This design comes from an exercise in tuning for small area, a short achievable clock period and few clock cycles per item on the open sky130 flow, not from production work.
Function was not checked in any run shown here: the RTL went through the layout flow alone.

## flow/design.v (module list and top-level ports; edited modules follow where they fit)
// module dct8_fa: 10 lines
// module dct8_top: 1218 lines
module dct8_top #(
    parameter N         = DCT8_N,
    parameter IN_W      = DCT8_IN_W,
    parameter COEFF_W   = DCT8_COEFF_W,
    parameter OUT_W     = DCT8_OUT_W,
    parameter FRAC_BITS = DCT8_FRAC_BITS
)(
    input  wire                    clk,
    input  wire                    rst_n,
    input  wire                    din_valid,
    input  wire signed [IN_W-1:0]  din,
    output wire                    din_ready,
    output wire                    dout_valid,
    output wire signed [OUT_W-1:0] dout,
    input  wire                    dout_ready
);
  // ...
==> flow/flow/run.sh <==
#!/bin/bash
set -euo pipefail
export SETUP_SLACK_MARGIN=9.8
export DONT_USE_CELLS="sky130_fd_sc_hd__clkdlybuf4s15_1 sky130_fd_sc_hd__clkdlybuf4s15_2 sky130_fd_sc_hd__clkdlybuf4s18_1 sky130_fd_sc_hd__clkdlybuf4s18_2 sky130_fd_sc_hd__clkdlybuf4s25_1 sky130_fd_sc_hd__clkdlybuf4s25_2 sky130_fd_sc_hd__clkdlybuf4s50_1 sky130_fd_sc_hd__clkdlybuf4s50_2 sky130_fd_sc_hd__dlygate4sd1_1 sky130_fd_sc_hd__dlygate4sd2_1 sky130_fd_sc_hd__dlygate4sd3_1 sky130_fd_sc_hd__dlymetal6s2s_1 sky130_fd_sc_hd__dlymetal6s4s_1 sky130_fd_sc_hd__dlymetal6s6s_1"
bash standard.sh > standard.log 2>&1
==> flow/standard.sh <==
#!/bin/bash
# synth_recipe.tcl (not shown) runs the flow's synth.tcl, then flattens the netlist and writes it again
# the make line also repeats each setting of config.mk as NAME=value (left out here)
make -C /OpenROAD-flow-scripts/flow DESIGN_CONFIG=/design/flow/config.mk WORK_HOME=/design/flow/orfs CLKGATE_MAP_FILE= SYNTH_SCRIPT=/design/flow/synth_recipe.tcl "${@:-finish}"
==> flow/config.mk <==
export PLATFORM = sky130hd
export DESIGN_NAME = dct8_top
export DESIGN_NICKNAME = dct8_top
export VERILOG_FILES = /design/flow/design.v
export SDC_FILE = /design/flow/constraint.sdc
export NUM_CORES = 4
export LEC_CHECK = 0
export CAP_MARGIN = 20
export CORE_MARGIN = 2
export CORE_UTILIZATION = 40
export SLEW_MARGIN = 20
export SYNTH_HIERARCHICAL = 1
==> flow/constraint.sdc <==
create_clock -name core_clock -period 14.0 [get_ports {clk}]
set_input_delay 2.8000 -clock core_clock [delete_from_list [all_inputs] [get_ports {clk}]]
set_output_delay 2.8000 -clock core_clock [all_outputs]
set_load 0.01 [all_outputs]
==> flow_results.org, run 1 <==
** Outcome
- Run status :: timing/DRC/antenna clean

** Placed design
- Post-placement cell area :: 0.03851 mm^2
- Pre-CTS setup slack :: 8040 ps

** Clock network
- Latest clock arrival within the worst-skew pair :: 630 ps
- H-tree depth reported by CTS :: 3
- Post-CTS timing repair inserted 14 buffers for setup.
- Worst-case clock buffer depth :: 3

** Final layout
- Sequential cell count :: 563
- Of the total standard cell area in the layout, the sequential portion is 0.3485.
- Compared with the post-synthesis result, the final layout area differs by 12.20%.
- The number of multi-input combinational cells in the layout is 2171.
- Counting plain and timing-repair buffers in the layout gives 92.
- # diodes :: 0
- Fillcell total :: 8450
- Largest cell class by area :: multi-input combinational cells
- Number of nets in the finished design :: 3775

** Yosys
- The synthesized design spends more area on one cell type than any other, namely fa_1.
- Of the total synthesized cell area, the portion taken by AND, OR, NAND and NOR gates is 0.08468.
- Most common library cells after synthesis :: fa_1, nand2_1, edfxtp_1
- Proportion of synthesized area in mux cells :: 0.02681
- In the synthesized netlist the dominant register cell turns out to be edfxtp_1.

** Routing
- Before antenna repair, the detailed router went through 11 iterations.
- DRC violation count after routing :: 0
- After detailed routing, the average wire length per cell comes to 21.63 um.

** Setup path
- Worst Setup End Kind :: flip-flop
- Counting buffers and inverters, the worst setup path is 7 cells deep.
- The worst register-to-register path ends at r2b[18].
- Together, buffers and inverters on the worst path number 2.

** Floorplanning
- The die is 307.2 um tall.
==> run 2, diff against run 1 <==
--- a/flow/config.mk
+++ b/flow/config.mk
@@ -10,2 +10,4 @@
 export CORE_UTILIZATION = 40
+export CTS_BUF_LIST = sky130_fd_sc_hd__clkbuf_4 sky130_fd_sc_hd__clkbuf_8
+export CTS_CLUSTER_SIZE = 24
 export SLEW_MARGIN = 20
==> flow_results.org, run 2 <==
** Outcome
- Run status: timing/DRC/antenna clean (unchanged).

** Clock network
- CTS hold repair buffers :: 0 (unchanged)
- Latest clock arrival within the worst-skew pair :: 720 ps (was 630 ps)
- The TritonCTS buffer count was 95 (was 66).
- The number of clock sinks is 563 (unchanged).
- The level count of the clock H-tree came to 3 (unchanged).
- Cell chosen for the clock root :: clkbuf_8 (was clkbuf_16)
- The maximum number of buffers from clock root to sink is 3 (unchanged).
- The clock tree from TritonCTS is done (unchanged).
- Clk slew on worst S/H paths :: 60 ps (about the same)

** GRT
- Number of global-route vias before repair :: 24.87k (was 24.56k)
- Gr usage total :: 0.2042 (was 0.2043)
- The wire length of the first global-routing pass is 147.3 mm (was 146.8 mm).
- Maximum number of pins on one net before global-route repair :: 99 (unchanged)
- Remaining global-route overflow :: 0 (unchanged)
- Antenna violations before repair :: 1 (was 0)

** Floorplanning
- Core box area :: 0.09139 mm^2 (unchanged)
- The area of the die is 0.09438 mm^2 (unchanged).
- The number of rows in the core area came to 111 (unchanged).
- The die height was 307.2 um (unchanged).
- Starting density of the core :: 0.4024 (unchanged)
- The chip width came to 307.2 um (unchanged).
- The number of top-level pins is 40 (unchanged).

** Setup path
- Top delay family on crit path :: compound AO/OA/AOI/OAI gates (was buffers and inverters)
- Setup slack, reg-to-reg :: 9840 ps (was 9850 ps)
- The worst endpoint required time came to 14480 ps (was 14360 ps).
- The peak fanout along the critical path is 39 (was 42).
- Worst Setup End Kind :: flip-flop (unchanged)
- Worst path cell trace :: buf_6, buf_8, or2_2, inv_1, fa_1, ha_1, nor2b_1, a2111oi_2, a211oi_4, mux2i_1, nand2_1, a22o_1, a21o_1 (was clkdlybuf4s50_1, nor2b_4, nor2b_4, buf_12, nor2_1, a22o_1, a21o_1)
- Critical path arrival :: 4640 ps (was 4540 ps)
- The category of the critical setup timing path was reg2reg (was in2reg).
- Sort of element at the start of the critical path :: flip-flop (was input port)
- The sum of buffers and inverters on the critical path was 3 (was 2).
- Crit-path max cell delay :: 700 ps (was 450 ps)
- The standard cell with the maximum stage delay on the critical path is a2111oi_2 (was clkdlybuf4s50_1).

** Yosys
- The number of warnings issued by yosys is 7 (unchanged).
- The main combinational cell family by area after synthesis is adder cells (unchanged).
- Number of flip-flops and latches in the synthesized netlist :: 563 (unchanged)
- Synth top area share :: 0.2727 (unchanged)
- The share of flip-flops with an asynchronous set or reset after synthesis came to 0.03020 (unchanged).
- Number of flops mapped to enable cells by yosys :: 297 (unchanged)
- The most common cell in the netlist was fa_1 (unchanged).
- The average footprint of a synthesized cell came to 11.81 um^2 (unchanged).
- Most common library cells after synthesis: fa_1, nand2_1, edfxtp_1 (unchanged).
- Primary FF master, synth :: edfxtp_1 (unchanged)
- Post-synthesis share of cell area spent on and, or, nand and nor gates :: 0.08468 (unchanged)
- The multiplexer fraction of the synthesized cell area was 0.02681 (unchanged).
- The count of cell types in the netlist was 71 (unchanged).
- Area leader, netlist :: fa_1 (unchanged)
- Post-Syn Nets :: 3754 (unchanged)
- The xor/xnor cell area share of the yosys netlist is 0.03239 (unchanged).
- Top area cells in the synthesized netlist :: fa_1, edfxtp_1, dfxtp_1 (unchanged)
- Fraction of the mapped netlist area in adder cells :: 0.3135 (unchanged)
- Post-Synthesis Cells :: 3113 (unchanged)
- The cell area after technology mapping came to 0.03678 mm^2 (unchanged).
- Fraction of the yosys area taken by sequential cells :: 0.3896 (unchanged)
- Complex-gate fraction of the synthesized area :: 0.1134 (unchanged)

** Final layout
- The net count reported at finish came to 3801 (was 3775).
- Post-route core utilization :: 0.4496 (was 0.4515)
- Post-route cell area :: 0.04109 mm^2 (was 0.04126 mm^2)
- The filler cell count in the final layout is 8498 (was 8450).
- Commonest non-fill, non-tap cells in the layout :: fa_1, nand2_1, edfxtp_1, inv_1, dfxtp_1 (unchanged)
- Most frequent standard cell in the layout excluding fill and tap cells :: fa_1 (unchanged)
- Fraction of layout cells with a size suffix above 1 :: 0.1036 (was 0.08786)
- Final std cells w/o fill :: 4422 (was 4373)
- Largest registers in the final layout :: r2a (33), r2b (33), r2c (33) (unchanged)
- Area overhead of the layout relative to synthesis :: 11.72% (was 12.20%)

** Placed design
- The final weighted congestion in routability-driven placement came to 0.9223 (unchanged).
- Cell total after placement :: 4218 (unchanged)
- Final HPWL from detailed placement :: 69.46 mm (unchanged)
- The number of input and output port buffers inserted is 39 (unchanged).
- The placed cell area was 0.03851 mm^2 (unchanged).

** Routing
- The number of search-and-repair iterations in the first detailed-routing pass came to 13 (was 11).
- The violation count after the first detailed-route iteration came to 2143 (was 2433).
- The residual antenna-violating net count after detailed routing is 0 (unchanged).
- The number of remaining DRC errors was 0 (unchanged).
- The total routed wirelength came to 94.92 mm (was 94.57 mm).
- Average wire length per cell after detail routing :: 21.46 um (was 21.63 um)
- Total vias in the final route :: 23.72k (was 23.60k)
- Avg Vias per Cell :: 5.364 (was 5.397)

** STA
- Max Slew Vio Count :: 0 (unchanged)
- Fmax :: 240.1 MHz (was 239.4 MHz)
- Max_slew headroom :: 0.2582 (was 0.2600)
- Share of the cycle needed by the critical path after routing :: 0.2975 (was 0.2983)
- RSZ-0062 raised after global routing: yes (unchanged).
- Setup-violating endpoint count in the final report :: 0 (unchanged)
- Fin crit period :: 4165 ps (was 4176 ps)
- Final sum of negative setup slack :: 0 ps (unchanged)
- The actual slew at the worst max-slew pin was 1095 ps (was 1093 ps).
- The setup skew after layout came to 52.59 ps (was 34.16 ps).
- The count of endpoints failing hold in the final timing report is 0 (unchanged).

** Min path
- The path category of the worst min-delay check was reg2reg (unchanged).

** Run
- Max-capacitance violation count :: 0 (unchanged)
[run 2: cell types whose count changed in the layout (fill, tap and decap cells not counted), moves of 5 or more]
cell and delta:
clkbuf_8 +104, clkbuf_16 -70, clkbuf_4 +31, clkbuf_1 -11, clkinv_1 +9, dlygate4sd2_1 -8
clkinv_2 -7, clkdlybuf4s15_1 +5, clkinv_4 -5, dfxtp_1 -5, dfxtp_2 +5
[run 2: routing by layer]
layer  part of all wire  wire [um]  GRT usage
met5                  0          0          0
met3              0.075       7155    0.04432
met1               0.43      40380     0.2733
met2               0.47      44360     0.3304
met4              0.032       3024    0.06750
[run 2: final cells by class]
cell class | count | area, um^2 | area share
Clock buffer | 138 | 1705 | 0.04151
Tap cell | 1186 | 1484 | 0.03612
Multi-Input combinational cell | 2171 | 21320 | 0.5189
Clock inverter | 33 | 352.8 | 0.008588
Inverter | 238 | 930.9 | 0.02266
Timing Repair Buffer | 89 | 878.3 | 0.02138
Antenna cell | 2 | 5.005 | 0.0001218
Sequential cell | 563 | 14390 | 0.3501
Timing Repair inverter | 2 | 22.52 | 0.0005481
[run 2: what timing repair did]
item | 4_1_cts | 5_1_grt
resized for setup | 56 | 48
setup buffers | 10 | 12
endpoints found under the setup margin | 129 | 130
pin swaps | 6 | 9
gates cloned | 5 | 3
[run 2: path summary, 6_finish.rpt]
check,startpoint,end,depth (start not counted)
max reg2reg,pi[1],r3[15],13
max,pi[1],r3[15],13
min reg2reg,kcv[0],r2b[0],0
max in group asynchronous,rst_n,o_k[0],1
min,kcv[0],r2b[0],0
min in group asynchronous,rst_n,o_k[1],1
[run 2: worst reg2reg max path: stages (launching register included)]
cell and delay, ps:
dfrtp_2 400, buf_6 200, buf_8 300, or2_2 360, inv_1 80, fa_1 430
ha_1 390, nor2b_1 170, a2111oi_2 700, a211oi_4 150, mux2i_1 240, nand2_1 150
a22o_1 220, a21o_1 140
[run 2: modules after synthesis (local to each module, per instance)]
module    copies in the design  flops+latches  area [um^2]
dct8_top                     1            563        26850
dct8_fa                    496              0        20.02
[run 2: per-stage QoR]
step	hold slack, ps	setup slack (ps)
floorplan	309.6	9379
global placement	314.3	8032
detailed placement	318.5	8040
CTS	335.9	9789
global route	345.0	9710
finish	335.4	9835
[run 2: cell families (layout without fill, tap and decap cells)]
family,after synthesis,count (layout)
AND/OR/NAND/NOR,688,692
AO/OA/AOI/OAI,624,624
adder cells (fa/ha/maj),621,621
flip-flops,563,563
buffers and inverters,383,500
XOR/XNOR,136,136
multiplexers,98,98
other,0,2

-- what the ideal ports hide --
No port has a modelled driver above. Below, the same layouts with a new extraction and two added sets of constraints.
Step 1 (the two cells are an assumption about what drives the block):
set clk [get_ports {clk}]
set_driving_cell -lib_cell sky130_fd_sc_hd__clkbuf_16 $clk
set_driving_cell -lib_cell sky130_fd_sc_hd__buf_2 [delete_from_list [all_inputs] $clk]
Step 2 times the ports against the registers' clock, not the clock port: input delays grow and output delays shrink by t, the midpoint of the rising clock arrivals with the driver on.
Slacks: no drivers / after step 1 / after step 2; pairs: no drivers / after step 1.
run	shift t [ns]	setup WS [ns]	worst slew at a driven data input, ns
run 1	0.683	9.824 / 9.792 / 9.185	0.07
run 2	0.765	9.835 / 9.803 / 9.144	0.07
After both steps setup and hold are still met in every run listed. The setup slack of run 2, which loses most, moves by -0.032 ns with the drivers and by -0.691 ns with both steps.
